What follows belongs to an exercise in optimizing a design on an open flow for small area and a short achievable clock period; a production flow would make more cautious choices. In this exercise RTL edits were held to simulation tests only and were not proved equivalent to the original. The clock cells of run 9 come from the design's own scripts or RTL, not from TritonCTS. The flow treats the clock pin as an ideal source. Dropping or thinning the clock tree relies on that and would not hold on a real chip.

===== design/flow/design.v =====
module fir_filter #(parameter N = 101) (
    input wire clk,
    input wire reset,
    input wire signed [15:0] x_in,
    output reg signed [15:0] y_out
);
    reg signed [15:0] delay_line [0:N-1];   
    reg signed [15:0] acc;
    integer i, j;
    always @(*) begin
        acc = 16'd0;
        for (j = 0; j < N; j = j + 1) begin
            if (j % 2 == 0) begin
                acc = acc + delay_line[j];   
            end else begin
                acc = acc - delay_line[j];   
            end
        end
    end
    always @(posedge clk or posedge reset) begin
        if (reset) begin
            for (i = 0; i < N; i = i + 1) begin
                delay_line[i] <= 16'd0;
            end
            y_out <= 16'd0;
        end else begin
            for (i = N-1; i > 0; i = i - 1) begin
                delay_line[i] <= delay_line[i-1];
            end
            delay_line[0] <= x_in;
            y_out <= acc;
        end
    end
endmodule

===== design/flow/run.sh =====
#!/bin/bash
# synth_recipe.tcl (not shown) runs the flow's synth.tcl, then flattens the netlist and writes it again
# the make line also repeats each setting of config.mk as NAME=value (left out here)
make -C /OpenROAD-flow-scripts/flow DESIGN_CONFIG=/design/flow/config.mk WORK_HOME=/design/flow/orfs CLKGATE_MAP_FILE= SYNTH_SCRIPT=/design/flow/synth_recipe.tcl finish

===== design/flow/config.mk =====
export PLATFORM = sky130hd
export DESIGN_NAME = fir_filter
export DESIGN_NICKNAME = fir_filter
export VERILOG_FILES = /design/flow/design.v
export SDC_FILE = /design/flow/constraint.sdc
export NUM_CORES = 4
export LEC_CHECK = 0
export CAP_MARGIN = 20
export CORE_MARGIN = 2
export CORE_UTILIZATION = 45
export SLEW_MARGIN = 20

===== design/flow/constraint.sdc =====
create_clock -name core_clock -period 12.0 [get_ports {clk}]
set_input_delay 2.4000 -clock core_clock [delete_from_list [all_inputs] [get_ports {clk}]]
set_output_delay 2.4000 -clock core_clock [all_outputs]
set_load 0.01 [all_outputs]

==> impl_metrics.ini, run 1 <==
[run_status]
status = no timing/DRC/antenna violations

[synth]
synth_area_per_cell_sq_um = 15.4
synth_top_family_by_area = adder cells
synth_area_sq_mm = 0.0784
syn-instance-count = 5104
synth-seq-cells = 1632
synth_nets = 6601
ys_warn_count = 2
synth_compound_area_share_pct = 0.129
muxShareOfSynthArea_pct = 0.0128
async_flop_share_pct = 100
synth_most_common_cell = inv_1
ys_top_cells_by_count = 1746 x inv_1, 1632 x dfrtp_1, 1389 x fa_1, 186 x xnor2_1, 90 x ha_1
ys_types = 24
synth_flop_cell = dfrtp_1
synth.top_cell.area_share_pct = 52.1
synth-simple-area-share_pct = 0.136
seq_area_frac_synth_pct = 52.1
yosys-top-cells-area = dfrtp_1 52%, fa_1 35%, inv_1 8.4%
yosys.area_share.adder_pct = 36.9
yosysTopAreaCell = dfrtp_1
synth_edf_count = 0
synth_xor_area_share_pct = 2.32

[grt]
grt_start_max_net_pins = 186
overflow = 0
antenna_found_initial = 0
grtUsageTotal_pct = 18.6
grt_pass1_wl_microns = 246000
first_global_vias = 41553

[drt]
drt-pass1-iter-count = 4
vias = 32937
drtIter0Drc = 1523
drt_wl_total_microns = 150000
drtAntennaViolNets = 0
wl_per_cell_microns = 19.3
drc = 0
avgViaCountPerCell = 4.23

[worst_hold_path]
holdPathStages = 0
hold_path_class = reg2reg

[floorplan]
die_width_microns = 421
io_pins = 34
start_util_pct = 45.2
dieArea_sq_mm = 0.177
core-area_sq_mm = 0.173
rows = 153
die_y_microns = 421

[clocking]
cts.clk_slew.worst_paths_ns = 0.06
hold_buffers = 0
numCtsBuffers = 172
clk_latency_ns = 0.81
cts_sinks = 1632
htree_levels = 4
cts_root_buffer = clkbuf_16
tritoncts = done
cts_max_path_buffers = 3
cts_resized = 0
post_cts_buffers = 0

[placed_design]
gp_congestion = 0.814
port_buffers = 33
dpl.hpwl_microns = 121000
dpl_worst_slack_ns = 2.70
post_dp_cell_area_sq_mm = 0.0818

[sta]
fin_setup_tns_ns = 0
tightest_slew_ns = 1.00
period_minus_slack_ns = 9.22
skew_ns = 0.0426
fin_ws_ns = 2.78
slew_headroom_pct = 33.2
fmax_ghz = 0.108
setup_viol = 0
period_share_pct = 76.8
grt_setup_unrepaired = false
slew_violations = 0
hold_violations = 0

[critical_path]
cp-start-kind = register
crit_slowest_cell = fa_1
crit_type = reg2reg
crit_top_cell = fa_1
end_kind = register
crit_fanout = 2
r2r_cells = 31
critPathArrivalTime_ns = 9.87
crit_required_ns = 12.65
critical_path.max_stage_delay_ns = 0.56

[final_layout]
nNetsFinal = 6826
nFillCells = 14642
final_area_sq_mm = 0.0878
areaGrowthSynthToFinish_pct = 12.0
fin_util_pct = 50.6
drive_gt1_share_pct = 5.44

[job]
drv_cap = 0
-- area by class of cell --
type | count | area (sq um) | area share (%)
diodes | 1 | 2.50 | 0.00285
clock buffers | 242 | 4960 | 5.65
clock inverters | 66 | 1010 | 1.15
inverters | 1746 | 6560 | 7.47
multi-input cells | 1726 | 31000 | 35.3
flip-flops and latches | 1632 | 40800 | 46.5
well taps | 2325 | 2910 | 3.31
repair buffers | 51 | 541 | 0.616
-- logic make-up (layout without fill, tap and decap cells) --
family,Yosys count,count (layout)
buffers and inverters,1746,2105
DFF,1632,1632
adders and majority gates,1479,1479
xor gates and xnor gates,208,208
and+or+nand+nor,21,21
AOI/OAI and AO/OA,17,17
muxes,1,1
other,0,1
-- metrics by stage --
step,hold WS [ns],cells
2_1_floorplan,0.354,5104
3_3_place_gp,0.355,7480
3_5_place_dp,0.358,7480
4_1_cts,0.347,7788
5_1_grt,0.361,7788
6_report,0.351,7789
-- placed cells by master, fill, tap and decap left out, types with 3 or more instances in the layout --
| cell type | count |
|---|---|
| inv_1 | 1745 |
| dfrtp_1 | 1632 |
| fa_1 | 1389 |
| xnor2_1 | 186 |
| clkbuf_16 | 172 |
| ha_1 | 90 |
| clkbuf_8 | 39 |
| clkdlybuf4s50_1 | 33 |
| clkbuf_1 | 31 |
| clkinv_2 | 30 |
| xor2_1 | 22 |
| bufinv_16 | 15 |
| buf_4 | 12 |
| clkinv_16 | 9 |
| nor2_1 | 7 |
| buf_12 | 6 |
| a21oi_1 | 5 |
| o21ai_0 | 5 |
| clkinvlp_4 | 5 |
| clkinv_8 | 5 |
| nand2_1 | 3 |
| nor4_1 | 3 |
-- registers in the layout, indices dropped and copies added, names as in the netlist --
signal,count
y_out,16
delay_line,1616
-- critical path: cells and delay by family, from the launching register on --
kind | cells | cell delay [ns]
fa+ha+maj | 13 | 6.08
compound gates | 7 | 1.79
buf+inv | 9 | 0.55
flops | 1 | 0.38
simple gates | 1 | 0.14
xor+xnor | 1 | 0.13
-- path summary, 6_finish.rpt --
path / from / to / slack, ns
max reg2reg: delay_line[52][2]$_DFF_PP0_ / y_out[15]$_DFF_PP0_ / 2.78
min reg2reg: delay_line[19][2]$_DFF_PP0_ / delay_line[20][2]$_DFF_PP0_ / 0.35
max: delay_line[52][2]$_DFF_PP0_ / y_out[15]$_DFF_PP0_ / 2.78
max in group asynchronous: reset / delay_line[19][4]$_DFF_PP0_ / 7.23
min in group asynchronous: reset / delay_line[0][12]$_DFF_PP0_ / 2.06
min: delay_line[19][2]$_DFF_PP0_ / delay_line[20][2]$_DFF_PP0_ / 0.35
-- metal layers --
layer | vias to the layer above | share of wire [%] | track usage, %
met5 | - | 0 | 0
met1 | 17941 | 37 | 22.1
li1 | 14458 | - | -
met4 | 0 | 2.6 | 5.00
met2 | 312 | 58 | 35.1
met3 | 226 | 2.4 | 2.68
==> inputs of run 2 (changes only) <==
==> design/flow/design.v (replaced) <==
module fir_filter #(parameter N = 101) (
    input wire clk,
    input wire reset,
    input wire signed [15:0] x_in,
    output reg signed [15:0] y_out
);
    reg signed [15:0] d0;                   
    reg signed [15:0] dl [1:N-1];           
    reg signed [15:0] d101;                 
    reg full_q;                             
    reg [6:0] cnt;                          
    integer i;
    wire full = (cnt == N);
    always @(posedge clk) begin
        dl[1] <= d0;
        for (i = 2; i < N; i = i + 1)
            dl[i] <= dl[i-1];
        d101 <= dl[N-1];
    end
    always @(posedge clk or posedge reset) begin
        if (reset) begin
            d0 <= 16'd0;
            full_q <= 1'b0;
            y_out <= 16'd0;
            cnt <= 7'd0;
        end else begin
            d0 <= x_in;
            full_q <= full;
            y_out <= d0 + (full_q ? d101 : 16'sd0) - y_out;
            if (!full)
                cnt <= cnt + 7'd1;
        end
    end
endmodule
==> design/flow/flow/run.sh (new file) <==
#!/bin/bash
set -euo pipefail
export CTS_ARGS="-sink_clustering_enable -repair_clock_nets -dont_use_dummy_load -buf_list {sky130_fd_sc_hd__clkbuf_8 sky130_fd_sc_hd__clkbuf_16} -sink_clustering_size 30 -sink_clustering_max_diameter 80"
export BUFFER_PORTS_ARGS="-buffer_cell sky130_fd_sc_hd__buf_4"
export SETUP_SLACK_MARGIN=8.6
bash standard.sh > flow_standard.log 2>&1
==> design/flow/standard.sh (new file) <==
#!/bin/bash
# synth_recipe.tcl (not shown) runs the flow's synth.tcl, then flattens the netlist and writes it again
# the make line also repeats each setting of config.mk as NAME=value (left out here)
make -C /OpenROAD-flow-scripts/flow DESIGN_CONFIG=/design/flow/config.mk WORK_HOME=/design/flow/orfs CLKGATE_MAP_FILE= SYNTH_SCRIPT=/design/flow/synth_recipe.tcl "${@:-finish}"
removed: design/flow/run.sh
==> run 2 against run 1 <==
Effect of this change: clock skew is 0.011 ns higher; wire length fell by 76%; global-route usage fell by 9.4 points; setup slack improved by 5.6 ns; hold slack worse by 0.068 ns; critical endpoint is now y_out[1]; largest cell class unchanged.
==> impl_metrics.ini, run 2 <==
[critical_path]
critPathArrivalTime_ns = 1.21
regToRegEndpoint = y_out[12]$_DFF_PP0_
timing.critical_path.buf_inv = 1
end_kind = output port
rrSetupSlack_ns = 8.95
crit_type = reg2out
rr_startpoint = full_q$_DFF_PP0_
cp-startpoint = y_out[1]$_DFF_PP0_
r2r_cells = 9
endpoint = y_out[1]
critical_path.max_stage_delay_ns = 0.42
cp-start-kind = register
crit_fanout = 2
crit_family = flip-flops
path_cells = buf_6
cp.depth = 1
crit_slowest_cell = dfrtp_1
crit_required_ns = 9.60

[sta]
slew_headroom_pct = 35.4
fin_setup_tns_ns = 0
period_share_pct = 30.1
grt_setup_unrepaired = true
skew_ns = 0.0533
fin_ws_ns = 8.39
tightest_slew_ns = 0.968
fmax_ghz = 0.277
period_minus_slack_ns = 3.61
slew_violations = 0
setup_viol = 0
hold_violations = 0

[synth]
ys_types = 39
ys_top_cells_by_count = 1616 x dfxtp_1, 46 x inv_1, 40 x dfrtp_1, 30 x nand2_1, 18 x ha_1
ys_warn_count = 2
synth_nets = 1908
synth_flop_cell = dfxtp_1
synth_area_per_cell_sq_um = 18.7
synth.top_cell.area_share_pct = 93.0
async_flop_share_pct = 2.42
synth_most_common_cell = dfxtp_1
synth_edf_count = 0
synth-seq-cells = 1656
seq_area_frac_synth_pct = 95.8
yosys-top-cells-area = dfxtp_1 93%, dfrtp_1 2.9%, fa_1 0.86%
yosysTopAreaCell = dfxtp_1
synth_area_sq_mm = 0.0348
syn-instance-count = 1857

[job]
drv_cap = 0

[drt]
top_layer = met4
vias = 11521
wl_met1_microns = 20300
wl_per_cell_microns = 12.0
wl_met3_microns = 1660
routed-wl-met2_microns = 12900
drc = 0
drt_wl_total_microns = 35900
drtIter0Drc = 489
avgViaCountPerCell = 3.84
drtAntennaViolNets = 0
drt-pass1-iter-count = 4

[floorplan]
rows = 101
die_width_microns = 282
io_pins = 34
core-area_sq_mm = 0.0762
die_y_microns = 282
dieArea_sq_mm = 0.0796
start_util_pct = 45.7

[final_layout]
nNetsFinal = 2019
layout_commonest_cell = dfxtp_1
regMostFlops = dl
final_area_sq_mm = 0.0381
drive_gt1_share_pct = 5.95
areaGrowthSynthToFinish_pct = 9.34
largest_register_ffs = 1600
final_cell_mix = 1616 x dfxtp_1, 61 x clkbuf_16, 45 x inv_1
fin_util_pct = 49.9

[clocking]
cts_sinks = 1656
cts.clk_slew.worst_paths_ns = 0.10
cts_root_buffer = clkbuf_16
clk_latency_ns = 0.65
tritoncts = done
cts_max_path_buffers = 3
numCtsBuffers = 61
htree_levels = 2

[grt]
first_global_vias = 11739
overflow = 0
antenna_found_initial = 0
grt_start_max_net_pins = 41
grtUsageTotal_pct = 9.26
grt_pass1_wl_microns = 59800

[worst_hold_path]
hold_path_class = reg2reg

[placed_design]
port_buffers = 33
dpl_worst_slack_ns = 8.63
post_dp_cell_area_sq_mm = 0.0363
dpl.hpwl_microns = 19100
gp_congestion = 0.721

[run_status]
status = no timing/DRC/antenna violations
-- run 2: cell types whose count changed after synthesis, moves of 4 or more --
cell	before	now
xor2_1	22	6
o21ai_0	5	9
inv_1	1746	46
ha_1	90	18
a21o_1	1	6
a21oi_1	5	13
dfxtp_1	0	1616
dfrtp_1	1632	40
nand2_1	3	30
fa_1	1389	15
xnor2_1	186	11
-- run 2: cells by family after synthesis --
family	count (synthesis)	synth area share, %
mux	2	0.0575
buf+inv	50	0.550
fa+ha+maj	33	1.51
simple gates	53	0.705
flops	1656	95.8
compound gates	45	0.856
xor+xnor	18	0.493
-- run 2: final cells by class --
cell class / count / area (sq um)
diodes: 1 / 2.50
clock buffers: 61 / 1530
fillers: 6168 / 38100
inverters: 46 / 173
multi-input cells: 151 / 1260
flip-flops and latches: 1656 / 33400
well taps: 1030 / 1290
repair buffers: 52 / 450
-- run 2: worst min-delay path by stage --
stage | start | to | cells after the start
finish | dl[96][11]$_DFF_P_ | dl[97][11]$_DFF_P_ | 0
CTS | dl[96][11]$_DFF_P_ | dl[97][11]$_DFF_P_ | 0
detailed placement | dl[27][5]$_DFF_P_ | dl[28][5]$_DFF_P_ | 0
global placement | dl[36][15]$_DFF_P_ | dl[37][15]$_DFF_P_ | 0
floorplan | dl[100][0]$_DFF_P_ | d101[0]$_DFF_P_ | 0
global route | dl[96][11]$_DFF_P_ | dl[97][11]$_DFF_P_ | 0
-- run 2: metal layers --
layer | up-vias | track usage, %
met4 | 0 | 3.40
li1 | 5876 | -
met5 | - | 0
met2 | 125 | 12.1
met1 | 5443 | 14.5
met3 | 77 | 2.38
-- run 2: timing repair --
action | in CTS | in global routing
gates cloned | 0 | 0
resized for setup | 16 | 0
endpoints found under the setup margin | 16 | 16
pin swaps | 0 | 0
setup buffers | 16 | 3
hold buffers | 0 | 0
-- run 2: through the flow --
step,hold WS (ns),std cells
floorplan,0.310,1857
global placement,0.310,2916
detailed placement,0.312,2916
CTS,0.291,2993
global route,0.295,2996
finish,0.283,2997
==> inputs of run 3 (changes only) <==
==> design/flow/run.sh (new file) <==
#!/bin/bash
# synth_recipe.tcl (not shown) runs the flow's synth.tcl, then flattens the netlist and writes it again
# the make line also repeats each setting of config.mk as NAME=value (left out here)
make -C /OpenROAD-flow-scripts/flow DESIGN_CONFIG=/design/flow/config.mk WORK_HOME=/design/flow/orfs CLKGATE_MAP_FILE= SYNTH_SCRIPT=/design/flow/synth_recipe.tcl finish
--- a/design/flow/config.mk
+++ b/design/flow/config.mk
@@ -7,5 +7,8 @@
 export LEC_CHECK = 0
 export CAP_MARGIN = 20
 export CORE_MARGIN = 2
-export CORE_UTILIZATION = 45
+export CORE_UTILIZATION = 60
+export CTS_BUF_LIST = sky130_fd_sc_hd__clkbuf_8 sky130_fd_sc_hd__clkbuf_16
+export CTS_CLUSTER_DIAMETER = 80
+export CTS_CLUSTER_SIZE = 30
 export SLEW_MARGIN = 20
removed: design/flow/flow/run.sh
removed: design/flow/standard.sh
==> run 3 against run 2 <==
Effect of this change: first-iteration DRC count is 9.0% lower; register-to-register slack lost 0.16 ns; synthesized cell count is the same; still clean on timing, DRC and antenna; hold slack improved by 0.035 ns; critical path type unchanged.
==> impl_metrics.ini, run 3 <==
[floorplan]
dieArea_sq_mm = 0.0599
die_y_microns = 245
core-area_sq_mm = 0.0575
io_pins = 34
die_width_microns = 245
start_util_pct = 60.6
rows = 88

[placed_design]
post_dp_cell_area_sq_mm = 0.0361
dp_cells = 2651
port_buffers = 33
gp_congestion = 0.758
dpl.hpwl_microns = 17900

[sta]
hold_violations = 0
period_share_pct = 34.2
slew_headroom_pct = 38.9
fin_setup_tns_ns = 0
grt_setup_unrepaired = false
slew_violations = 0
skew_ns = 0.0132
tightest_slew_ns = 0.916
setup_viol = 0
period_minus_slack_ns = 4.11
fmax_ghz = 0.244

[critical_path]
critical_path.max_stage_delay_ns = 0.58
end_kind = output port
timing.critical_path.buf_inv = 1
rr_startpoint = full_q$_DFF_PP0_
path_cells = clkdlybuf4s50_1
cp-startpoint = y_out[5]$_DFF_PP0_
critPathArrivalTime_ns = 1.71
crit_family = buffers and inverters
crit_required_ns = 9.60
crit_fanout = 2
cp.depth = 1
crit_slowest_cell = clkdlybuf4s50_1
cp-start-kind = register
r2r_cells = 9
crit_type = reg2out

[synth]
ys_warn_count = 2
async_flop_share_pct = 2.42
ys_top_cells_by_count = 1616 x dfxtp_1, 46 x inv_1, 40 x dfrtp_1, 30 x nand2_1, 18 x ha_1
ys_types = 39
synth_area_sq_mm = 0.0348
synth-seq-cells = 1656
synth.top_cell.area_share_pct = 93.0
seq_area_frac_synth_pct = 95.8
synth_area_per_cell_sq_um = 18.7
synth_edf_count = 0
synth_nets = 1908
synth_most_common_cell = dfxtp_1
syn-instance-count = 1857
yosys-top-cells-area = dfxtp_1 93%, dfrtp_1 2.9%, fa_1 0.86%
synth_flop_cell = dfxtp_1
yosysTopAreaCell = dfxtp_1

[final_layout]
largest_register_ffs = 1600
fin_cells = 2728
final_area_sq_mm = 0.0377
nNetsFinal = 2000
final_cell_mix = 1616 x dfxtp_1, 63 x clkbuf_16, 55 x inv_1
layout_commonest_cell = dfxtp_1
regMostFlops = dl
nFillCells = 4040
drive_gt1_share_pct = 3.62
num_antenna_cells = 0
areaGrowthSynthToFinish_pct = 8.42

[grt]
grtUsageTotal_pct = 11.9
first_global_vias = 11366
antenna_found_initial = 0
grt_pass1_wl_microns = 57700
overflow = 0
grt_start_max_net_pins = 41

[clocking]
numCtsBuffers = 61
tritoncts = done
clk_latency_ns = 0.63
cts_root_buffer = clkbuf_16
cts_sinks = 1656
cts.clk_slew.worst_paths_ns = 0.10
hold_buffers = 0
post_cts_buffers = 0
cts_max_path_buffers = 3
cts_resized = 0
htree_levels = 2

[drt]
avgViaCountPerCell = 4.18
drtIter0Drc = 445
drt-pass1-iter-count = 4
drc = 0
vias = 11401
drtAntennaViolNets = 0
drt_wl_total_microns = 34000
wl_per_cell_microns = 12.5

[job]
drv_cap = 0

[worst_hold_path]
holdPathStages = 0
hold_path_class = reg2reg
hold_start = dl[19][3]$_DFF_P_

[run_status]
status = no timing/DRC/antenna violations
run 3: logic make-up (layout without fill, tap and decap cells):
kind of cell	count (synthesis)	after routing	synth area share [%]
flops	1656	1656	95.8
simple gates	53	53	0.705
buf+inv	50	156	0.550
compound gates	45	45	0.856
fa+ha+maj	33	33	1.51
xor+xnor	18	18	0.493
mux	2	2	0.0575
run 3: final cells by class:
cell class                 count  area, sq um  share of cell area, %
tap                          765          957                   2.54
clock buffer                  64         1590                   4.21
sequential                  1656        33400                   88.4
multi-input combinational    151         1260                   3.34
timing repair buffer          33          330                  0.875
clock inverter                13         71.3                  0.189
inverter                      46          173                  0.458
run 3: metrics by stage:
stage | util (%) | worst slack, ns | hold slack (ns)
floorplan | - | 8.68 | 0.310
global placement | 62.8 | 8.41 | 0.312
detailed placement | 62.8 | 8.36 | 0.312
CTS | 65.7 | 7.84 | 0.321
global route | 65.7 | 7.80 | 0.322
finish | 65.7 | 7.89 | 0.318
run 3: per-layer routing:
layer,GRT usage [%],part of all wire (%),up-vias
met5,0,0,-
met4,4.61,3.1,0
met3,2.51,3.8,71
met2,15.5,37,106
met1,19.2,56,5368
li1,-,-,5856
run 3: path summary, 6_finish.rpt:
check                                      endpoint  slack, ns
max in group asynchronous       y_out[10]$_DFF_PP0_       9.16
worst max register to register  y_out[14]$_DFF_PP0_       8.79
min in group asynchronous          d0[11]$_DFF_PP0_       2.26
worst min register to register    dl[20][3]$_DFF_P_       0.32
worst min-delay path              dl[20][3]$_DFF_P_       0.32
worst max-delay path                       y_out[5]       7.89
==> inputs of run 4 (changes only) <==
==> design/flow/flow/run.sh (new file) <==
#!/bin/bash
set -euo pipefail
export CTS_ARGS="-sink_clustering_enable -repair_clock_nets -dont_use_dummy_load -buf_list {sky130_fd_sc_hd__clkbuf_8} -sink_clustering_size 20 -sink_clustering_max_diameter 60"
export BUFFER_PORTS_ARGS="-buffer_cell sky130_fd_sc_hd__buf_4"
export SETUP_SLACK_MARGIN=9.0
bash standard.sh MATCH_CELL_FOOTPRINT=0 finish > flow_standard.log 2>&1
==> design/flow/standard.sh (new file) <==
#!/bin/bash
# synth_recipe.tcl (not shown) runs the flow's synth.tcl, then flattens the netlist and writes it again
# the make line also repeats each setting of config.mk as NAME=value (left out here)
make -C /OpenROAD-flow-scripts/flow DESIGN_CONFIG=/design/flow/config.mk WORK_HOME=/design/flow/orfs CLKGATE_MAP_FILE= SYNTH_SCRIPT=/design/flow/synth_recipe.tcl "${@:-finish}"
--- a/design/flow/config.mk
+++ b/design/flow/config.mk
@@ -8,7 +8,4 @@
 export CAP_MARGIN = 20
 export CORE_MARGIN = 2
 export CORE_UTILIZATION = 60
-export CTS_BUF_LIST = sky130_fd_sc_hd__clkbuf_8 sky130_fd_sc_hd__clkbuf_16
-export CTS_CLUSTER_DIAMETER = 80
-export CTS_CLUSTER_SIZE = 30
 export SLEW_MARGIN = 20
removed: design/flow/run.sh
==> run 4 against run 3 <==
Effect of this change: critical path depth unchanged; utilization decreased by 0.35 points; wire length increased by 0.72%; setup slack improved by 0.47 ns; critical path type unchanged; critical endpoint is now y_out[12].
==> impl_metrics.ini, run 4 <==
[run_status]
status = no timing/DRC/antenna violations

[synth]
ys_warn_count = 2
syn-instance-count = 1857
synth.top_cell.area_share_pct = 93.0
synth-seq-cells = 1656
async_flop_share_pct = 2.42
seq_area_frac_synth_pct = 95.8
synth_edf_count = 0
synth_flop_cell = dfxtp_1
yosysTopAreaCell = dfxtp_1
ys_top_cells_by_count = 1616 x dfxtp_1, 46 x inv_1, 40 x dfrtp_1, 30 x nand2_1, 18 x ha_1
yosys-top-cells-area = dfxtp_1 93%, dfrtp_1 2.9%, fa_1 0.86%
synth_area_sq_mm = 0.0348
synth_nets = 1908
synth_area_per_cell_sq_um = 18.7
synth_most_common_cell = dfxtp_1
ys_types = 39

[grt]
grt_start_max_net_pins = 41
grtUsageTotal_pct = 12.2
first_global_vias = 11588
antenna_found_initial = 1
grt_pass1_wl_microns = 58400
overflow = 0

[final_layout]
final_area_sq_mm = 0.0375
drive_gt1_share_pct = 7.79
final_cell_mix = 1616 x dfxtp_1, 93 x clkbuf_8, 45 x inv_1
layout_commonest_cell = dfxtp_1
regMostFlops = dl
largest_register_ffs = 1600
areaGrowthSynthToFinish_pct = 7.84
nNetsFinal = 2055

[floorplan]
dieArea_sq_mm = 0.0599
die_width_microns = 245
io_pins = 34
start_util_pct = 60.6
rows = 88
die_y_microns = 245
core-area_sq_mm = 0.0575

[sta]
period_minus_slack_ns = 3.64
tightest_slew_ns = 0.392
hold_violations = 0
slew_headroom_pct = 73.7
slew_violations = 0
period_share_pct = 30.3
skew_ns = 0.0512
setup_viol = 0
fmax_ghz = 0.275
fin_setup_tns_ns = 0
grt_setup_unrepaired = true

[critical_path]
timing.critical_path.buf_inv = 1
path_cells = buf_6
crit_required_ns = 9.60
end_kind = output port
critPathArrivalTime_ns = 1.24
crit_type = reg2out
crit_slowest_cell = dfrtp_1
cp-start-kind = register
critical_path.max_stage_delay_ns = 0.42
crit_family = flip-flops
crit_fanout = 2

[job]
drv_cap = 0

[worst_hold_path]
hold_path_class = reg2reg

[clocking]
cts_sinks = 1656
clk_latency_ns = 0.70
cts_max_path_buffers = 3
numCtsBuffers = 93
cts_root_buffer = clkbuf_8
htree_levels = 3
tritoncts = done
cts.clk_slew.worst_paths_ns = 0.10

[placed_design]
port_buffers = 33
gp_congestion = 0.718
dpl.hpwl_microns = 17700
post_dp_cell_area_sq_mm = 0.0360

[drt]
drtAntennaViolNets = 0
avgViaCountPerCell = 4.21
drt_wl_total_microns = 34300
wl_per_cell_microns = 12.4
drt-pass1-iter-count = 4
drtIter0Drc = 443
drc = 0
vias = 11651
## run 4: cell counts after synthesis
No cell type changed its count.
## run 4: metrics by stage
step | util, % | instances | hold slack [ns] | setup slack [ns]
after floorplan | - | 1857 | 0.310 | 9.20
after global placement | 62.6 | 2651 | 0.310 | 8.82
after detailed placement | 62.6 | 2651 | 0.312 | 8.79
after CTS | 65.1 | 2759 | 0.305 | 8.27
after global routing | 65.3 | 2768 | 0.305 | 8.25
final | 65.3 | 2769 | 0.303 | 8.36
## run 4: logic make-up (layout without fill, tap and decap cells)
group	Yosys count	in the layout	synth area share [%]
and+or+nand+nor	53	53	0.705
adders and majority gates	33	33	1.51
muxes	2	2	0.0575
DFF	1656	1656	95.8
xor gates and xnor gates	18	18	0.493
buffers and inverters	50	195	0.550
other	0	2	0
AOI/OAI and AO/OA	45	45	0.856
## run 4: final timing paths
path / slack (ns) / cells past startpoint / start / end
max in group asynchronous: 9.85 / 3 / reset / y_out[6]$_DFF_PP0_
worst min-delay path: 0.30 / 0 / dl[24][4]$_DFF_P_ / dl[25][4]$_DFF_P_
min in group asynchronous: 1.64 / 2 / reset / d0[12]$_DFF_PP0_
worst max-delay path: 8.36 / 1 / y_out[12]$_DFF_PP0_ / y_out[12]
worst max register to register: 9.10 / 10 / y_out[1]$_DFF_PP0_ / y_out[14]$_DFF_PP0_
worst min register to register: 0.30 / 0 / dl[24][4]$_DFF_P_ / dl[25][4]$_DFF_P_
## run 4: timing repair
action	4_1_cts	5_1_grt
hold buffers	0	0
resized for setup	16	4
hold endpoints to repair	0	0
pin swaps	0	1
setup endpoints to repair	20	20
buffers inserted	15	7
## run 4: area by class of cell
class                           instances  area [sq um]
Timing Repair Buffer                   56           493
Sequential cell                      1656         33400
Inverter                               46           176
Clock buffer                           93          1280
Tap cell                              765           957
Multi-Input combinational cell        151          1270
Fill cell                            4060         19900
Antenna cell                            2          5.00
## run 4: per-layer routing
metal | vias to the layer above | global-route usage, % | wire, microns
met3 | 87 | 3.78 | 1730
li1 | 5941 | - | -
met4 | 0 | 4.77 | 1090
met2 | 157 | 15.1 | 12100
met1 | 5466 | 19.5 | 19300
met5 | - | 0 | 0
==> inputs of run 5 (changes only) <==
==> design/flow/design.v (replaced) <==
module fir_filter #(parameter N = 101) (
    input wire clk,
    input wire reset,
    input wire signed [15:0] x_in,
    output reg signed [15:0] y_out
);
    reg signed [15:0] d0;                   
    reg signed [15:0] dl [1:N-1];           
    reg signed [15:0] d101;                 
    reg [6:0] cnt;                          
    integer i;
    wire full = (cnt == N);
    always @(posedge clk) begin
        dl[1] <= d0;
        for (i = 2; i < N; i = i + 1)
            dl[i] <= dl[i-1];
    end
    always @(posedge clk or posedge reset) begin
        if (reset) begin
            d0 <= 16'd0;
            d101 <= 16'd0;
            y_out <= 16'd0;
            cnt <= 7'd0;
        end else begin
            d0 <= x_in;
            d101 <= full ? dl[N-1] : 16'd0;
            y_out <= d0 + d101 - y_out;
            if (!full)
                cnt <= cnt + 7'd1;
        end
    end
endmodule
==> design/flow/run.sh (new file) <==
#!/bin/bash
# synth_recipe.tcl (not shown) runs the flow's synth.tcl, then flattens the netlist and writes it again
# the make line also repeats each setting of config.mk as NAME=value (left out here)
make -C /OpenROAD-flow-scripts/flow DESIGN_CONFIG=/design/flow/config.mk WORK_HOME=/design/flow/orfs CLKGATE_MAP_FILE= SYNTH_SCRIPT=/design/flow/synth_recipe.tcl finish
--- a/design/flow/config.mk
+++ b/design/flow/config.mk
@@ -7,5 +7,5 @@
 export LEC_CHECK = 0
 export CAP_MARGIN = 20
 export CORE_MARGIN = 2
-export CORE_UTILIZATION = 60
+export CORE_UTILIZATION = 45
 export SLEW_MARGIN = 20
removed: design/flow/flow/run.sh
removed: design/flow/standard.sh
==> run 5 against run 4 <==
Effect of this change: setup slack lost 0.61 ns; still clean; die area grew 33%; fmax shrank 14%; first-iteration DRC count grew 56%; highest routed layer unchanged.
==> impl_metrics.ini, run 5 <==
[sta]
fmax_ghz = 0.235
slew_headroom_pct = 35.1
setup_viol = 0
period_share_pct = 35.4
hold_violations = 0
skew_ns = 0.0211
fin_setup_tns_ns = 0
slew_violations = 0
period_minus_slack_ns = 4.25
tightest_slew_ns = 0.973
grt_setup_unrepaired = false

[clocking]
cts_root_buffer = clkbuf_16
clk_latency_ns = 0.71
cts_sinks = 1655
numCtsBuffers = 146
cts_max_path_buffers = 3
tritoncts = done
post_cts_buffers = 0
hold_buffers = 0
cts_resized = 0
htree_levels = 4
cts.clk_slew.worst_paths_ns = 0.06

[placed_design]
gp_congestion = 0.733
dp_cells = 2939
port_buffers = 33
post_dp_cell_area_sq_mm = 0.0366
dpl.hpwl_microns = 19400

[critical_path]
path_cells = clkdlybuf4s50_1
crit_type = reg2out
critical_path.max_stage_delay_ns = 0.61
rr_startpoint = d101[0]$_DFF_PP0_
regToRegEndpoint = y_out[8]$_DFF_PP0_
end_kind = output port
r2r_cells = 11
crit_required_ns = 9.60
crit_slowest_cell = clkdlybuf4s50_1
crit_fanout = 2
rrSetupSlack_ns = 9.28
crit_family = buffers and inverters
cp-start-kind = register
timing.critical_path.buf_inv = 1
critPathArrivalTime_ns = 1.85

[synth]
yosys-top-cells-area = dfxtp_1 92%, dfrtp_1 3.9%, fa_1 0.86%
synth.top_cell.area_share_pct = 91.6
synth_nets = 1921
synth_most_common_cell = dfxtp_1
synth-seq-cells = 1655
synth_flop_cell = dfxtp_1
seq_area_frac_synth_pct = 95.6
async_flop_share_pct = 3.32
ys_warn_count = 2
syn-instance-count = 1870
synth_area_sq_mm = 0.0350
synth_area_per_cell_sq_um = 18.7
yosysTopAreaCell = dfxtp_1
ys_top_cells_by_count = 1600 x dfxtp_1, 62 x inv_1, 55 x dfrtp_1, 18 x ha_1
synth_edf_count = 0
ys_types = 39

[drt]
drtAntennaViolNets = 0
drc = 0
drt_wl_total_microns = 38900
wl_per_cell_microns = 12.1
vias = 12208
drtIter0Drc = 693
avgViaCountPerCell = 3.81
drt-pass1-iter-count = 4

[final_layout]
fin_cells = 3207
final_area_sq_mm = 0.0415
layout_commonest_cell = dfxtp_1
areaGrowthSynthToFinish_pct = 18.7
nFillCells = 5995
largest_register_ffs = 1600
final_cell_mix = 1600 x dfxtp_1, 147 x clkbuf_16, 61 x inv_1
drive_gt1_share_pct = 11.3
regMostFlops = dl
num_antenna_cells = 0
nNetsFinal = 2098

[grt]
grtUsageTotal_pct = 10.4
grt_start_max_net_pins = 56
grt_pass1_wl_microns = 65100
antenna_found_initial = 0
first_global_vias = 12937
overflow = 0

[worst_hold_path]
holdPathStages = 0
hold_path_class = reg2reg
hold_start = dl[37][5]$_DFF_P_
hold_path_end = dl[38][5]$_DFF_P_

[floorplan]
io_pins = 34
core-area_sq_mm = 0.0772
die_width_microns = 283
rows = 102
die_y_microns = 283
start_util_pct = 45.3
dieArea_sq_mm = 0.0799

[job]
drv_cap = 0

[run_status]
status = no timing/DRC/antenna violations
run 5: logic make-up after synthesis:
kind of cell,Yosys count,synth area share [%]
AO/OA/AOI/OAI,39,0.787
flip-flops,1655,95.6
buffers and inverters,67,0.737
adder cells (fa/ha/maj),33,1.50
multiplexers,1,0.0286
AND/OR/NAND/NOR,53,0.841
XOR/XNOR,22,0.551
run 5: worst max path at each step:
stage / from / end / slack, ns / cells after the start
2_1_floorplan: reset / cnt[0]$_DFFE_PP0P_ / 8.26 / 1
3_3_place_gp: reset / d101[8]$_DFF_PP0_ / 8.43 / 3
3_5_place_dp: reset / d0[5]$_DFF_PP0_ / 8.41 / 3
4_1_cts: y_out[11]$_DFF_PP0_ / y_out[11] / 7.71 / 1
5_1_grt: y_out[11]$_DFF_PP0_ / y_out[11] / 7.69 / 1
6_report: y_out[12]$_DFF_PP0_ / y_out[12] / 7.75 / 1
run 5: area by class of cell:
type	count	area (sq um)	area share, %
repair buffers	34	338	0.814
inverters	62	233	0.561
well taps	1040	1300	3.13
clock inverters	54	668	1.61
flip-flops and latches	1655	33400	80.5
multi-input cells	148	1310	3.15
clock buffers	214	4260	10.3
run 5: metrics by stage:
stage	setup slack [ns]	util [%]	hold slack, ns
floorplan	8.26	-	0.310
global placement	8.43	47.4	0.310
detailed placement	8.41	47.4	0.312
CTS	7.71	53.8	0.310
global route	7.69	53.8	0.316
finish	7.75	53.8	0.308
run 5: per-layer routing:
metal / wire [microns] / global-route usage, % / vias up
met3: 2030 / 3.41 / 100
met5: 0 / 0 / -
met4: 1130 / 5.77 / 0
met1: 20700 / 15.0 / 5764
met2: 15000 / 13.6 / 200
li1: - / - / 6144
==> inputs of run 6 (changes only) <==
==> design/flow/design.v (replaced) <==
module fir_filter #(parameter N = 101) (
    input wire clk,
    input wire reset,
    input wire signed [15:0] x_in,
    output reg signed [15:0] y_out
);
    reg signed [15:0] d0;                   
    reg signed [15:0] dl [1:N-1];           
    reg signed [15:0] d101;                 
    reg full_q;                             
    reg [6:0] cnt;                          
    integer i;
    wire full = (cnt == N);
    always @(posedge clk) begin
        dl[1] <= d0;
        for (i = 2; i < N; i = i + 1)
            dl[i] <= dl[i-1];
        d101 <= dl[N-1];
    end
    always @(posedge clk or posedge reset) begin
        if (reset) begin
            d0 <= 16'd0;
            full_q <= 1'b0;
            y_out <= 16'd0;
            cnt <= 7'd0;
        end else begin
            d0 <= x_in;
            full_q <= full;
            y_out <= d0 + (full_q ? d101 : 16'sd0) - y_out;
            if (!full)
                cnt <= cnt + 7'd1;
        end
    end
endmodule
==> design/flow/flow/run.sh (new file) <==
#!/bin/bash
set -euo pipefail
here=$(cd "$(dirname "$0")" && pwd)
export CTS_ARGS="-sink_clustering_enable -repair_clock_nets -dont_use_dummy_load -buf_list {sky130_fd_sc_hd__clkbuf_16} -sink_clustering_size 30 -sink_clustering_max_diameter 80"
export BUFFER_PORTS_ARGS="-buffer_cell sky130_fd_sc_hd__buf_4"
export SETUP_SLACK_MARGIN=${SETUP_SLACK_MARGIN:-9.0}
export POST_CTS_TCL=$here/post_cts.tcl
bash standard.sh MATCH_CELL_FOOTPRINT=0 finish > flow_standard.log 2>&1
==> design/flow/flow/post_cts.tcl (new file) <==
# Runs at the end of ORFS's CTS step.

set clk_net [get_nets -of_objects [get_ports clk]]
set root_pins [get_pins -of_objects $clk_net -filter "direction == input"]
if {[llength $root_pins] == 1} {
  set root [get_cells -of_objects [lindex $root_pins 0]]
  set root_out [get_nets -of_objects [get_pins -of_objects $root -filter "direction == output"]]
  set loads [get_pins -of_objects $root_out -filter "direction == input"]
  puts "clock root [get_full_name $root] drives [llength $loads] pins"
  if {[llength $loads] <= 4} {
    set names {}
    foreach p $loads { lappend names [get_full_name $p] }
    set clk_name [get_full_name $clk_net]
    set out_name [get_full_name $root_out]
    foreach p $names {
      disconnect_pin $out_name $p
      connect_pin $clk_name $p
    }
    disconnect_pin $clk_name [get_full_name [lindex $root_pins 0]]
    delete_instance [get_full_name $root]
    delete_net $out_name
    puts "removed clock root buffer"
  }
}

# Faster flops on the output and the adder's mask.
foreach c [get_cells {y_out*}] {
  if {[get_property [get_lib_cells -of_objects $c] name] eq "sky130_fd_sc_hd__dfrtp_1"} {
    replace_cell [get_full_name $c] sky130_fd_sc_hd__dfrtp_4
  }
}
foreach c [get_cells {full_q*}] {
  replace_cell [get_full_name $c] sky130_fd_sc_hd__dfrtp_4
}

detailed_placement
estimate_parasitics -placement
repair_timing -setup -setup_margin $::env(SETUP_SLACK_MARGIN) -repair_tns 100 -verbose
detailed_placement
check_placement -verbose
estimate_parasitics -placement
report_clock_latency
report_checks -path_delay max -group_path_count 3
==> design/flow/standard.sh (new file) <==
#!/bin/bash
# synth_recipe.tcl (not shown) runs the flow's synth.tcl, then flattens the netlist and writes it again
# the make line also repeats each setting of config.mk as NAME=value (left out here)
make -C /OpenROAD-flow-scripts/flow DESIGN_CONFIG=/design/flow/config.mk WORK_HOME=/design/flow/orfs CLKGATE_MAP_FILE= SYNTH_SCRIPT=/design/flow/synth_recipe.tcl "${@:-finish}"
--- a/design/flow/config.mk
+++ b/design/flow/config.mk
@@ -7,5 +7,5 @@
 export LEC_CHECK = 0
 export CAP_MARGIN = 20
 export CORE_MARGIN = 2
-export CORE_UTILIZATION = 45
+export CORE_UTILIZATION = 60
 export SLEW_MARGIN = 20
removed: design/flow/run.sh
==> run 6 against run 5 <==
Effect of this change: the flow now stops in clock tree synthesis (4_1_cts); synthesized cell count down 0.70%; area after synthesis down 0.45%.
==> impl_metrics.ini, run 6 <==
[run_status]
status = did not finish
stop_stage = clock tree synthesis (4_1_cts)
tool.error = [ERROR STA-0100] unsupported object type Port.

[placed_design]
port_buffers = 33
gp_congestion = 0.718
dpl_worst_slack_ns = 8.79
dpl.hpwl_microns = 17700
post_dp_cell_area_sq_mm = 0.0360

[floorplan]
die_width_microns = 245
io_pins = 34
die_y_microns = 245
start_util_pct = 60.6
rows = 88

[synth]
syn-instance-count = 1857
seq_area_frac_synth_pct = 95.8
synth-seq-cells = 1656
synth_nets = 1908
async_flop_share_pct = 2.42
synth_most_common_cell = dfxtp_1
yosysTopAreaCell = dfxtp_1
synth_area_sq_mm = 0.0348
synth.top_cell.area_share_pct = 93.0
ys_warn_count = 2
ys_types = 39
synth_area_per_cell_sq_um = 18.7
synth_flop_cell = dfxtp_1
ys_top_cells_by_count = 1616 x dfxtp_1, 46 x inv_1, 40 x dfrtp_1, 30 x nand2_1, 18 x ha_1
yosys-top-cells-area = dfxtp_1 93%, dfrtp_1 2.9%, fa_1 0.86%
synth_edf_count = 0

[clocking]
cts_sinks = 1656
[run 6: cell types whose count changed after synthesis, moves of 15 or more]
cell and delta:
and2_1 -16, inv_1 -16, nand2_1 +18, dfrtp_1 -15, dfxtp_1 +16
[run 6: stage by stage]
step | std cells | hold slack, ns
after detailed placement | 2651 | 0.312
after global placement | 2651 | 0.310
after floorplan | 1857 | 0.310
[run 6: cells by family after synthesis]
group           synth area share [%]
buf+inv                        0.550
simple gates                   0.705
mux                           0.0575
fa+ha+maj                       1.51
compound gates                 0.856
xor+xnor                       0.493
flops                           95.8
[run 6: how the worst max path moves through the flow]
stage | endpoint | slack [ns] | cells past startpoint | start
detailed placement | y_out[11]$_DFF_PP0_ | 8.79 | 2 | reset
global placement | d0[1]$_DFF_PP0_ | 8.82 | 2 | reset
floorplan | y_out[10] | 9.20 | 0 | y_out[10]$_DFF_PP0_
==> inputs of run 7 (changes only) <==
--- a/design/flow/flow/post_cts.tcl
+++ b/design/flow/flow/post_cts.tcl
@@ -1,6 +1,6 @@
 # Runs at the end of ORFS's CTS step.
 
-set clk_net [get_nets -of_objects [get_ports clk]]
+set clk_net [get_nets [[[[ord::get_db_block] findBTerm clk] getNet] getName]]
 set root_pins [get_pins -of_objects $clk_net -filter "direction == input"]
 if {[llength $root_pins] == 1} {
   set root [get_cells -of_objects [lindex $root_pins 0]]
@@ -23,16 +23,6 @@
   }
 }
 
-# Faster flops on the output and the adder's mask.
-foreach c [get_cells {y_out*}] {
-  if {[get_property [get_lib_cells -of_objects $c] name] eq "sky130_fd_sc_hd__dfrtp_1"} {
-    replace_cell [get_full_name $c] sky130_fd_sc_hd__dfrtp_4
-  }
-}
-foreach c [get_cells {full_q*}] {
-  replace_cell [get_full_name $c] sky130_fd_sc_hd__dfrtp_4
-}
-
 detailed_placement
 estimate_parasitics -placement
 repair_timing -setup -setup_margin $::env(SETUP_SLACK_MARGIN) -repair_tns 100 -verbose
==> run 7 against run 6 <==
Effect of this change: the run now finishes clean; synthesized cell count stayed put; area after synthesis stayed put.
==> impl_metrics.ini, run 7 <==
[critical_path]
crit_type = reg2out
crit_slowest_cell = dfrtp_1
crit_fanout = 2
crit_required_ns = 9.60
critPathArrivalTime_ns = 1.04
cp.depth = 1
end_kind = output port
critical_path.max_stage_delay_ns = 0.43
crit_family = flip-flops
timing.critical_path.buf_inv = 1
r2r_cells = 11
cp-start-kind = register
path_cells = buf_6

[placed_design]
gp_congestion = 0.718
port_buffers = 33
dpl.hpwl_microns = 17700

[floorplan]
die_y_microns = 245
dieArea_sq_mm = 0.0599
io_pins = 34
core-area_sq_mm = 0.0575
die_width_microns = 245
start_util_pct = 60.6
rows = 88

[drt]
vias = 11495
drt_wl_total_microns = 33800
avgViaCountPerCell = 4.19
drtAntennaViolNets = 0
drt-pass1-iter-count = 6
wl_per_cell_microns = 12.3
drc = 0
drtIter0Drc = 459

[sta]
setup_viol = 0
period_minus_slack_ns = 3.44
grt_setup_unrepaired = true
slew_violations = 0
tightest_slew_ns = 0.408
fin_setup_tns_ns = 0
skew_ns = 0.0426
slew_headroom_pct = 72.7
fmax_ghz = 0.291
period_share_pct = 28.6
hold_violations = 0

[clocking]
clk_latency_ns = 0.46
cts_sinks = 1656
cts.clk_slew.worst_paths_ns = 0.11

[synth]
synth_flop_cell = dfxtp_1
ys_types = 39
synth_most_common_cell = dfxtp_1
ys_warn_count = 2
synth_edf_count = 0
synth_area_sq_mm = 0.0348
synth_area_per_cell_sq_um = 18.7
yosysTopAreaCell = dfxtp_1
async_flop_share_pct = 2.42
yosys-top-cells-area = dfxtp_1 93%, dfrtp_1 2.9%, fa_1 0.86%
syn-instance-count = 1857
synth.top_cell.area_share_pct = 93.0
synth-seq-cells = 1656
synth_nets = 1908
seq_area_frac_synth_pct = 95.8
ys_top_cells_by_count = 1616 x dfxtp_1, 46 x inv_1, 40 x dfrtp_1, 30 x nand2_1, 18 x ha_1

[grt]
grt_pass1_wl_microns = 57300
grt_start_max_net_pins = 41
overflow = 0
antenna_found_initial = 0
grtUsageTotal_pct = 11.7
first_global_vias = 11254

[worst_hold_path]
hold_path_class = reg2reg
holdPathStages = 0

[run_status]
status = no timing/DRC/antenna violations

[final_layout]
nNetsFinal = 2028
largest_register_ffs = 1600
layout_commonest_cell = dfxtp_1
nFillCells = 4022
regMostFlops = dl
areaGrowthSynthToFinish_pct = 8.62
drive_gt1_share_pct = 6.48
final_cell_mix = 1616 x dfxtp_1, 60 x clkbuf_16, 45 x inv_1, 45 x buf_4, 39 x dfrtp_1

[job]
drv_cap = 0
==> run 7: cell counts after synthesis <==
No cell type changed its count.
==> run 7: worst paths after layout <==
kind | startpoint | end | slack (ns)
min reg2reg | dl[49][4]$_DFF_P_ | dl[50][4]$_DFF_P_ | 0.30
max reg2reg | y_out[2]$_DFF_PP0_ | y_out[14]$_DFF_PP0_ | 9.09
max in group asynchronous | reset | y_out[6]$_DFF_PP0_ | 9.63
max | y_out[12]$_DFF_PP0_ | y_out[12] | 8.56
min | dl[49][4]$_DFF_P_ | dl[50][4]$_DFF_P_ | 0.30
min in group asynchronous | reset | y_out[15]$_DFF_PP0_ | 1.88
==> run 7: metrics by stage <==
| stage | setup slack (ns) | hold WS (ns) | utilization [%] | area (sq um) | std cells |
|---|---|---|---|---|---|
| floorplan | 9.20 | 0.310 | - | 34800 | 1857 |
| global placement | 8.82 | 0.310 | 62.6 | 36000 | 2651 |
| detailed placement | 8.79 | 0.312 | 62.6 | 36000 | 2651 |
| global route | 8.50 | 0.299 | 65.8 | 37800 | 2740 |
| finish | 8.56 | 0.298 | 65.8 | 37800 | 2743 |
==> run 7: cells by family (layout without fill, tap and decap cells) <==
logic type               after synthesis  in the layout  synth area share (%)
AND/OR/NAND/NOR                       53             53                 0.705
adder cells (fa/ha/maj)               33             33                  1.51
other                                  0              3                     0
multiplexers                           2              2                0.0575
XOR/XNOR                              18             18                 0.493
AO/OA/AOI/OAI                         45             45                 0.856
flip-flops                          1656           1656                  95.8
buffers and inverters                 50            168                 0.550
==> run 7: per-layer routing <==
metal  part of all wire (%)  GRT usage, %  vias to the layer above
met5                      0             0                        -
met4                    2.4          3.34                        0
li1                       -             -                     5902
met3                    4.4          2.78                       67
met2                     35          14.8                      132
met1                     58          19.7                     5394
==> run 7: cell type report <==
| cell class | instances | area (sq um) | area share (%) |
|---|---|---|---|
| flip-flops and latches | 1656 | 33400 | 88.2 |
| clock buffers | 60 | 1500 | 3.97 |
| multi-input cells | 151 | 1270 | 3.35 |
| well taps | 765 | 957 | 2.53 |
| repair buffers | 62 | 538 | 1.42 |
| inverters | 46 | 176 | 0.467 |
| diodes | 3 | 7.51 | 0.0199 |
==> run 7: worst reg2reg max path, delay by kind of cell (launching register included) <==
family,cells,cell delay [ns]
simple gates,1,0.16
compound gates,3,0.86
buf+inv,4,0.42
fa+ha+maj,2,0.86
xor+xnor,1,0.16
flops,1,0.40
==> inputs of run 8 (changes only) <==
==> design/flow/flow/clock_inv.tcl (new file) <==
# Rebuild the clock tree's buffers as inverters (same topology, same places):
# one inverter stage is faster and smaller than a two-stage buffer. Only done
# when every register sees an even number of tree stages.
proc clk_tree_levels {} {
  # Returns a dict: buffer instance name -> level (1 = driven by the port),
  # or {} if the tree is not a plain buffer tree with even depth everywhere.
  set block [ord::get_db_block]
  set net [[$block findBTerm clk] getNet]
  set levels [dict create]
  set frontier [list [list $net 0]]
  while {[llength $frontier]} {
    set next {}
    foreach item $frontier {
      lassign $item n lvl
      foreach it [$n getITerms] {
        if {![$it isInputSignal] && [$it getIoType] ne "INPUT"} { continue }
        set inst [$it getInst]
        set m [[$inst getMaster] getName]
        if {[string match "sky130_fd_sc_hd__clkbuf_*" $m]} {
          dict set levels [$inst getName] [expr {$lvl + 1}]
          set out [[$inst findITerm X] getNet]
          lappend next [list $out [expr {$lvl + 1}]]
        } elseif {[$it getMTerm] ne "NULL" && [[$it getMTerm] getSigType] eq "CLOCK" || [[$it getMTerm] getName] eq "CLK"} {
          if {$lvl % 2 != 0} { puts "clock sink [$inst getName] at odd depth $lvl"; return {} }
        } else {
          puts "clock net feeds [$inst getName] ($m) pin [[$it getMTerm] getName]"
          return {}
        }
      }
    }
    set frontier $next
  }
  return $levels
}

proc clk_swap_inst {name cell} {
  set block [ord::get_db_block]
  set inst [$block findInst $name]
  set loc [$inst getLocation]
  set orient [$inst getOrient]
  set a_net [[$inst findITerm A] getNet]
  set x_net [[$inst findITerm X] getNet]
  odb::dbInst_destroy $inst
  set new [odb::dbInst_create $block [[ord::get_db] findMaster $cell] $name]
  [$new findITerm A] connect $a_net
  [$new findITerm Y] connect $x_net
  $new setOrient $orient
  $new setLocation [lindex $loc 0] [lindex $loc 1]
  $new setPlacementStatus PLACED
}

proc clk_tree_to_inverters {cells} {
  # cells: list of inverter cells by level (the last one is used for deeper levels)
  set levels [clk_tree_levels]
  if {[dict size $levels] == 0} { puts "clock tree left as buffers"; return 0 }
  dict for {name lvl} $levels {
    set i [expr {min($lvl, [llength $cells]) - 1}]
    clk_swap_inst $name [lindex $cells $i]
  }
  puts "clock tree: [dict size $levels] buffers replaced by inverters"
  return 1
}
==> run 8 against run 7 <==
Effect of this change: critical path depth unchanged; utilization did not move; area after synthesis stayed put; via count stayed put; synthesized cell count is the same; largest cell class unchanged.
==> impl_metrics.ini, run 8 <==
[final_layout]
fin_util_pct = 65.8
largest_register_ffs = 1600
areaGrowthSynthToFinish_pct = 8.62
layout_commonest_cell = dfxtp_1
drive_gt1_share_pct = 6.48
regMostFlops = dl
final_cell_mix = 1616 x dfxtp_1, 60 x clkbuf_16, 45 x inv_1, 45 x buf_4, 39 x dfrtp_1
nNetsFinal = 2028

[floorplan]
die_y_microns = 245
rows = 88
dieArea_sq_mm = 0.0599
io_pins = 34
start_util_pct = 60.6
die_width_microns = 245
core-area_sq_mm = 0.0575

[synth]
synth_most_common_cell = dfxtp_1
ys_top_cells_by_count = 1616 x dfxtp_1, 46 x inv_1, 40 x dfrtp_1, 30 x nand2_1, 18 x ha_1
synth_area_per_cell_sq_um = 18.7
synth_nets = 1908
ys_types = 39
synth_edf_count = 0
synth.top_cell.area_share_pct = 93.0
yosysTopAreaCell = dfxtp_1
synth_area_sq_mm = 0.0348
synth-seq-cells = 1656
syn-instance-count = 1857
synth_flop_cell = dfxtp_1
async_flop_share_pct = 2.42
seq_area_frac_synth_pct = 95.8
ys_warn_count = 2
yosys-top-cells-area = dfxtp_1 93%, dfrtp_1 2.9%, fa_1 0.86%

[run_status]
status = no timing/DRC/antenna violations

[critical_path]
crit_slowest_cell = dfrtp_1
critical_path.max_stage_delay_ns = 0.43
cp-start-kind = register
path_cells = buf_6
end_kind = output port
crit_type = reg2out
r2r_cells = 11
cp.depth = 1
timing.critical_path.buf_inv = 1
crit_required_ns = 9.60
critPathArrivalTime_ns = 1.04
crit_fanout = 2
crit_family = flip-flops

[grt]
grtUsageTotal_pct = 11.7
grt_start_max_net_pins = 41
antenna_found_initial = 0
overflow = 0
grt_pass1_wl_microns = 57300
first_global_vias = 11254

[sta]
period_minus_slack_ns = 3.44
fin_setup_tns_ns = 0
setup_viol = 0
slew_violations = 0
hold_violations = 0
fmax_ghz = 0.291
tightest_slew_ns = 0.408
slew_headroom_pct = 72.7
skew_ns = 0.0426
period_share_pct = 28.6
grt_setup_unrepaired = true

[drt]
avgViaCountPerCell = 4.19
wl_per_cell_microns = 12.3
vias = 11495
drt_wl_total_microns = 33800
drtAntennaViolNets = 0
drt-pass1-iter-count = 6
drc = 0
drtIter0Drc = 459

[worst_hold_path]
holdPathStages = 0
hold_path_class = reg2reg

[clocking]
cts.clk_slew.worst_paths_ns = 0.11
clk_latency_ns = 0.46
cts_sinks = 1656

[placed_design]
dpl.hpwl_microns = 17700
gp_congestion = 0.718
port_buffers = 33

[job]
drv_cap = 0
run 8: layout make-up, without the clock buffers:
cell class,instances,area [sq um]
Antenna cell,3,7.51
Fill cell,4022,19700
Inverter,46,176
Multi-Input combinational cell,151,1270
Sequential cell,1656,33400
Tap cell,765,957
Timing Repair Buffer,62,538
run 8: metal layers:
| layer | wire, microns | vias to the layer above | global-route usage, % |
|---|---|---|---|
| met4 | 821 | 0 | 3.34 |
| li1 | - | 5902 | - |
| met5 | 0 | - | 0 |
| met1 | 19600 | 5394 | 19.7 |
| met3 | 1470 | 67 | 2.78 |
| met2 | 11900 | 132 | 14.8 |
run 8: metrics by stage:
stage	hold slack, ns	setup WS, ns	instances	area (sq um)
6_report	0.298	8.56	2743	37800
5_1_grt	0.299	8.50	2740	37800
3_5_place_dp	0.312	8.79	2651	36000
3_3_place_gp	0.310	8.82	2651	36000
2_1_floorplan	0.310	9.20	1857	34800
run 8: cells by family (layout without fill, tap and decap cells):
| family | after synthesis | count (layout) | synth area share (%) |
|---|---|---|---|
| flops | 1656 | 1656 | 95.8 |
| simple gates | 53 | 53 | 0.705 |
| buf+inv | 50 | 168 | 0.550 |
| compound gates | 45 | 45 | 0.856 |
| fa+ha+maj | 33 | 33 | 1.51 |
| xor+xnor | 18 | 18 | 0.493 |
| mux | 2 | 2 | 0.0575 |
| other cells | 0 | 3 | 0 |
run 8: final timing paths:
check                               startpoint  slack [ns]                   to
setup / recovery           y_out[12]$_DFF_PP0_        8.56            y_out[12]
hold / removal               dl[49][4]$_DFF_P_        0.30    dl[50][4]$_DFF_P_
setup reg to reg            y_out[2]$_DFF_PP0_        9.09  y_out[14]$_DFF_PP0_
hold reg to reg              dl[49][4]$_DFF_P_        0.30    dl[50][4]$_DFF_P_
max in group asynchronous                reset        9.63   y_out[6]$_DFF_PP0_
min in group asynchronous                reset        1.88  y_out[15]$_DFF_PP0_
==> inputs of run 9 (changes only) <==
==> design/flow/flow/run.sh (replaced) <==
#!/bin/bash
set -euo pipefail
here=$(cd "$(dirname "$0")" && pwd)
export CTS_ARGS="-sink_clustering_enable -repair_clock_nets -dont_use_dummy_load -buf_list {sky130_fd_sc_hd__clkbuf_16} -sink_clustering_size 40 -sink_clustering_max_diameter 80"
export BUFFER_PORTS_ARGS="-buffer_cell sky130_fd_sc_hd__buf_4"
export SETUP_SLACK_MARGIN=${SETUP_SLACK_MARGIN:-8.6}
export SKIP_CTS_REPAIR_TIMING=1
export POST_CTS_TCL=$here/post_cts.tcl
bash standard.sh MATCH_CELL_FOOTPRINT=0 finish > flow_standard.log 2>&1
--- a/design/flow/flow/clock_inv.tcl
+++ b/design/flow/flow/clock_inv.tcl
@@ -60,3 +60,47 @@
   puts "clock tree: [dict size $levels] buffers replaced by inverters"
   return 1
 }
+
+proc clk_leaf_slew {name} {
+  # Largest slew at the clock pins the tree inverter $name drives.
+  set w 0
+  foreach it [[[[[ord::get_db_block] findInst $name] findITerm Y] getNet] getITerms] {
+    if {[$it isInputSignal] || [$it getIoType] eq "INPUT"} {
+      set s [get_property [get_pins [[$it getInst] getName]/[[$it getMTerm] getName]] slew_max]
+      if {$s > $w} { set w $s }
+    }
+  }
+  return $w
+}
+
+proc clk_size_leaves {ladder target rounds} {
+  # Resize the last-level tree inverters along $ladder (weakest first) so the
+  # slew at every register clock pin stays under $target (ns), using the
+  # smallest inverter that does.
+  set leaves {}
+  foreach inst [[ord::get_db_block] getInsts] {
+    set m [[$inst getMaster] getName]
+    if {[lsearch $ladder $m] < 0} continue
+    set drives_reg 0
+    foreach it [[[$inst findITerm Y] getNet] getITerms] {
+      if {[[$it getMTerm] getName] eq "CLK"} { set drives_reg 1; break }
+    }
+    if {$drives_reg} { lappend leaves [$inst getName] }
+  }
+  for {set r 0} {$r < $rounds} {incr r} {
+    estimate_parasitics -placement
+    set changed 0
+    foreach n $leaves {
+      set m [[[[ord::get_db_block] findInst $n] getMaster] getName]
+      set i [lsearch $ladder $m]
+      set s [clk_leaf_slew $n]
+      if {$s > $target && $i < [llength $ladder] - 1} {
+        replace_cell $n [lindex $ladder [expr {$i + 1}]]; incr changed
+      } elseif {$s < 0.8 * $target && $i > 0} {
+        replace_cell $n [lindex $ladder [expr {$i - 1}]]; incr changed
+      }
+    }
+    puts "clock leaf sizing round $r: $changed changed"
+    if {$changed == 0} break
+  }
+}
--- a/design/flow/flow/post_cts.tcl
+++ b/design/flow/flow/post_cts.tcl
@@ -23,9 +23,24 @@
   }
 }
 
+source [file join [file dirname [info script]] clock_inv.tcl]
+if {[clk_tree_to_inverters {sky130_fd_sc_hd__inv_16 sky130_fd_sc_hd__inv_12}]} {
+  clk_size_leaves {sky130_fd_sc_hd__inv_8 sky130_fd_sc_hd__inv_12 sky130_fd_sc_hd__inv_16} 0.11 6
+}
+
+# The input ports have plenty of slack: smaller buffers on x_in.
+foreach c [get_cells input*] {
+  set in_net [get_nets -of_objects [get_pins [get_full_name $c]/A]]
+  if {[string match "x_in*" [get_full_name $in_net]]} {
+    replace_cell [get_full_name $c] sky130_fd_sc_hd__buf_2
+  }
+}
+
 detailed_placement
 estimate_parasitics -placement
+repair_design
 repair_timing -setup -setup_margin $::env(SETUP_SLACK_MARGIN) -repair_tns 100 -verbose
+repair_timing -hold -verbose
 detailed_placement
 check_placement -verbose
 estimate_parasitics -placement
==> run 9 against run 8 <==
Effect of this change: critical path depth unchanged; sequential cell count unchanged; setup slack improved by 0.15 ns; clock skew decreased by 0.014 ns; hold slack improved by 0.014 ns; largest cell class unchanged.
==> impl_metrics.ini, run 9 <==
[drt]
drt_wl_total_microns = 33500
vias = 11236
drt-pass1-iter-count = 4
drc = 0
drtAntennaViolNets = 0
wl_per_cell_microns = 12.4
drtIter0Drc = 505
avgViaCountPerCell = 4.17

[placed_design]
post_dp_cell_area_sq_mm = 0.0360
gp_congestion = 0.736
port_buffers = 33
dpl.hpwl_microns = 18000

[synth]
synth_area_per_cell_sq_um = 18.7
ys_types = 39
ys_warn_count = 2
yosysTopAreaCell = dfxtp_1
yosys-top-cells-area = dfxtp_1 93%, dfrtp_1 2.9%, fa_1 0.86%
synth_most_common_cell = dfxtp_1
ys_top_cells_by_count = 1616 x dfxtp_1, 46 x inv_1, 40 x dfrtp_1, 30 x nand2_1, 18 x ha_1
syn-instance-count = 1857
synth-seq-cells = 1656
synth_nets = 1908
synth.top_cell.area_share_pct = 93.0
synth_flop_cell = dfxtp_1
async_flop_share_pct = 2.42
synth_area_sq_mm = 0.0348
seq_area_frac_synth_pct = 95.8
synth_edf_count = 0

[critical_path]
endpoint = y_out[14]
crit_family = flip-flops
rrSetupSlack_ns = 8.97
end_kind = output port
regToRegEndpoint = y_out[14]$_DFF_PP0_
rr_startpoint = full_q$_DFF_PP0_
critical_path.max_stage_delay_ns = 0.42
crit_required_ns = 9.60
timing.critical_path.buf_inv = 1
crit_fanout = 2
cp-startpoint = y_out[14]$_DFF_PP0_
critPathArrivalTime_ns = 0.89
crit_slowest_cell = dfrtp_1
path_cells = buf_4
cp-start-kind = register
r2r_cells = 9
cp.depth = 1
crit_type = reg2out

[grt]
first_global_vias = 11150
grtUsageTotal_pct = 11.7
grt_pass1_wl_microns = 56900
grt_start_max_net_pins = 41
overflow = 0
antenna_found_initial = 0

[final_layout]
final_cell_mix = 1616 x dfxtp_1, 46 x inv_16, 45 x inv_1
largest_register_ffs = 1600
regMostFlops = dl
num_antenna_cells = 0
layout_commonest_cell = dfxtp_1
drive_gt1_share_pct = 4.30
areaGrowthSynthToFinish_pct = 5.94
final_area_sq_mm = 0.0369
nNetsFinal = 1985

[worst_hold_path]
hold_path_class = reg2reg
holdPathStages = 0

[floorplan]
dieArea_sq_mm = 0.0599
core-area_sq_mm = 0.0575
io_pins = 34
die_y_microns = 245
rows = 88
die_width_microns = 245
start_util_pct = 60.6

[clocking]
clk_latency_ns = 0.29
cts.clk_slew.worst_paths_ns = 0.12
cts_sinks = 1656

[sta]
period_share_pct = 27.4
slew_headroom_pct = 38.2
fmax_ghz = 0.304
setup_viol = 0
slew_violations = 0
skew_ns = 0.0287
hold_violations = 0
tightest_slew_ns = 0.926
fin_setup_tns_ns = 0
grt_setup_unrepaired = false
period_minus_slack_ns = 3.29

[job]
drv_cap = 0

[run_status]
status = no timing/DRC/antenna violations
run 9: cell counts after synthesis:
No cell type changed its count.
run 9: area by class of cell:
class / instances / area (sq um)
sequential: 1656 / 33400
tap: 765 / 957
inverter: 92 / 1090
timing repair buffer: 33 / 208
multi-input combinational: 151 / 1260
fill: 4121 / 20600
run 9: how the worst min path moves through the flow:
stage,start,endpoint,slack [ns]
5_1_grt,dl[78][3]$_DFF_P_,dl[79][3]$_DFF_P_,0.32
3_3_place_gp,dl[21][8]$_DFF_P_,dl[22][8]$_DFF_P_,0.31
2_1_floorplan,dl[100][0]$_DFF_P_,d101[0]$_DFF_P_,0.31
3_5_place_dp,dl[19][4]$_DFF_P_,dl[20][4]$_DFF_P_,0.31
6_report,dl[2][1]$_DFF_P_,dl[3][1]$_DFF_P_,0.31
run 9: cell families (layout without fill, tap and decap cells):
kind of cell / count (synthesis) / in the layout / synth area share (%)
xor+xnor: 18 / 18 / 0.493
buf+inv: 50 / 125 / 0.550
simple gates: 53 / 53 / 0.705
flops: 1656 / 1656 / 95.8
compound gates: 45 / 45 / 0.856
mux: 2 / 2 / 0.0575
fa+ha+maj: 33 / 33 / 1.51
run 9: routing by layer:
metal | track usage (%) | share of wire [%]
met1 | 19.1 | 57
met2 | 15.5 | 37
met3 | 2.45 | 3.7
met4 | 3.78 | 2.5
met5 | 0 | 0
run 9: per-stage QoR:
stage / hold WS [ns] / worst slack, ns / util [%] / std cells
6_report: 0.312 / 8.71 / 64.2 / 2697
5_1_grt: 0.322 / 8.66 / 64.2 / 2697
3_5_place_dp: 0.312 / 8.68 / 62.6 / 2651
3_3_place_gp: 0.311 / 8.69 / 62.6 / 2651
2_1_floorplan: 0.310 / 8.68 / - / 1857

-- port drivers added, routing unchanged --
How much do the figures lean on ideal ports? The routed layouts below were timed once more, with nothing changed but the port constraints. Step 1 sets driving cells, clkbuf_16 on the clock port and buf_2 on the other inputs (assumed; they add their load-dependent delay and slew). Step 2 moves the port delays by t, midway between the first and last clock arrival at a register: inputs arrive t later, outputs are due t later. That takes back most of the time a late clock gives input paths. Slacks: ideal ports / drivers / drivers and shift; pairs: ideal ports / drivers.
| run | shift t [ns] | setup slack, ns | worst hold slack (ns) | worst setup path at the end | worst register clock-pin slew, ns |
|---|---|---|---|---|---|
| run 1 | 0.869 | 2.781 / 2.781 / 2.781 | 0.351 / 0.351 / 0.351 | register to register | 0.07 / 0.07 |
| run 2 | 0.672 | 8.386 / 8.331 / 8.749 | 0.283 / 0.283 / 0.283 | input, reset recovery | 0.10 / 0.10 |
| run 3 | 0.686 | 7.894 / 7.837 / 8.509 | 0.318 / 0.318 / 0.318 | input, reset recovery | 0.11 / 0.11 |
| run 4 | 0.732 | 8.361 / 8.302 / 9.034 | 0.303 / 0.303 / 0.303 | register to output | 0.12 / 0.12 |
| run 5 | 0.760 | 7.749 / 7.690 / 8.451 | 0.308 / 0.308 / 0.308 | register to output | 0.07 / 0.07 |
| run 7 | 0.552 | 8.565 / 8.451 / 9.003 | 0.298 / 0.298 / 0.298 | register to output | 0.11 / 0.11 |
| run 8 | 0.552 | 8.565 / 8.451 / 9.003 | 0.298 / 0.298 / 0.298 | register to output | 0.11 / 0.11 |
| run 9 | 0.502 | 8.714 / 8.486 / 8.784 | 0.312 / 0.312 / 0.312 | input, reset recovery | 0.12 / 0.12 |
After both steps every run listed still meets setup and hold. Setup slack includes reset recovery checks.
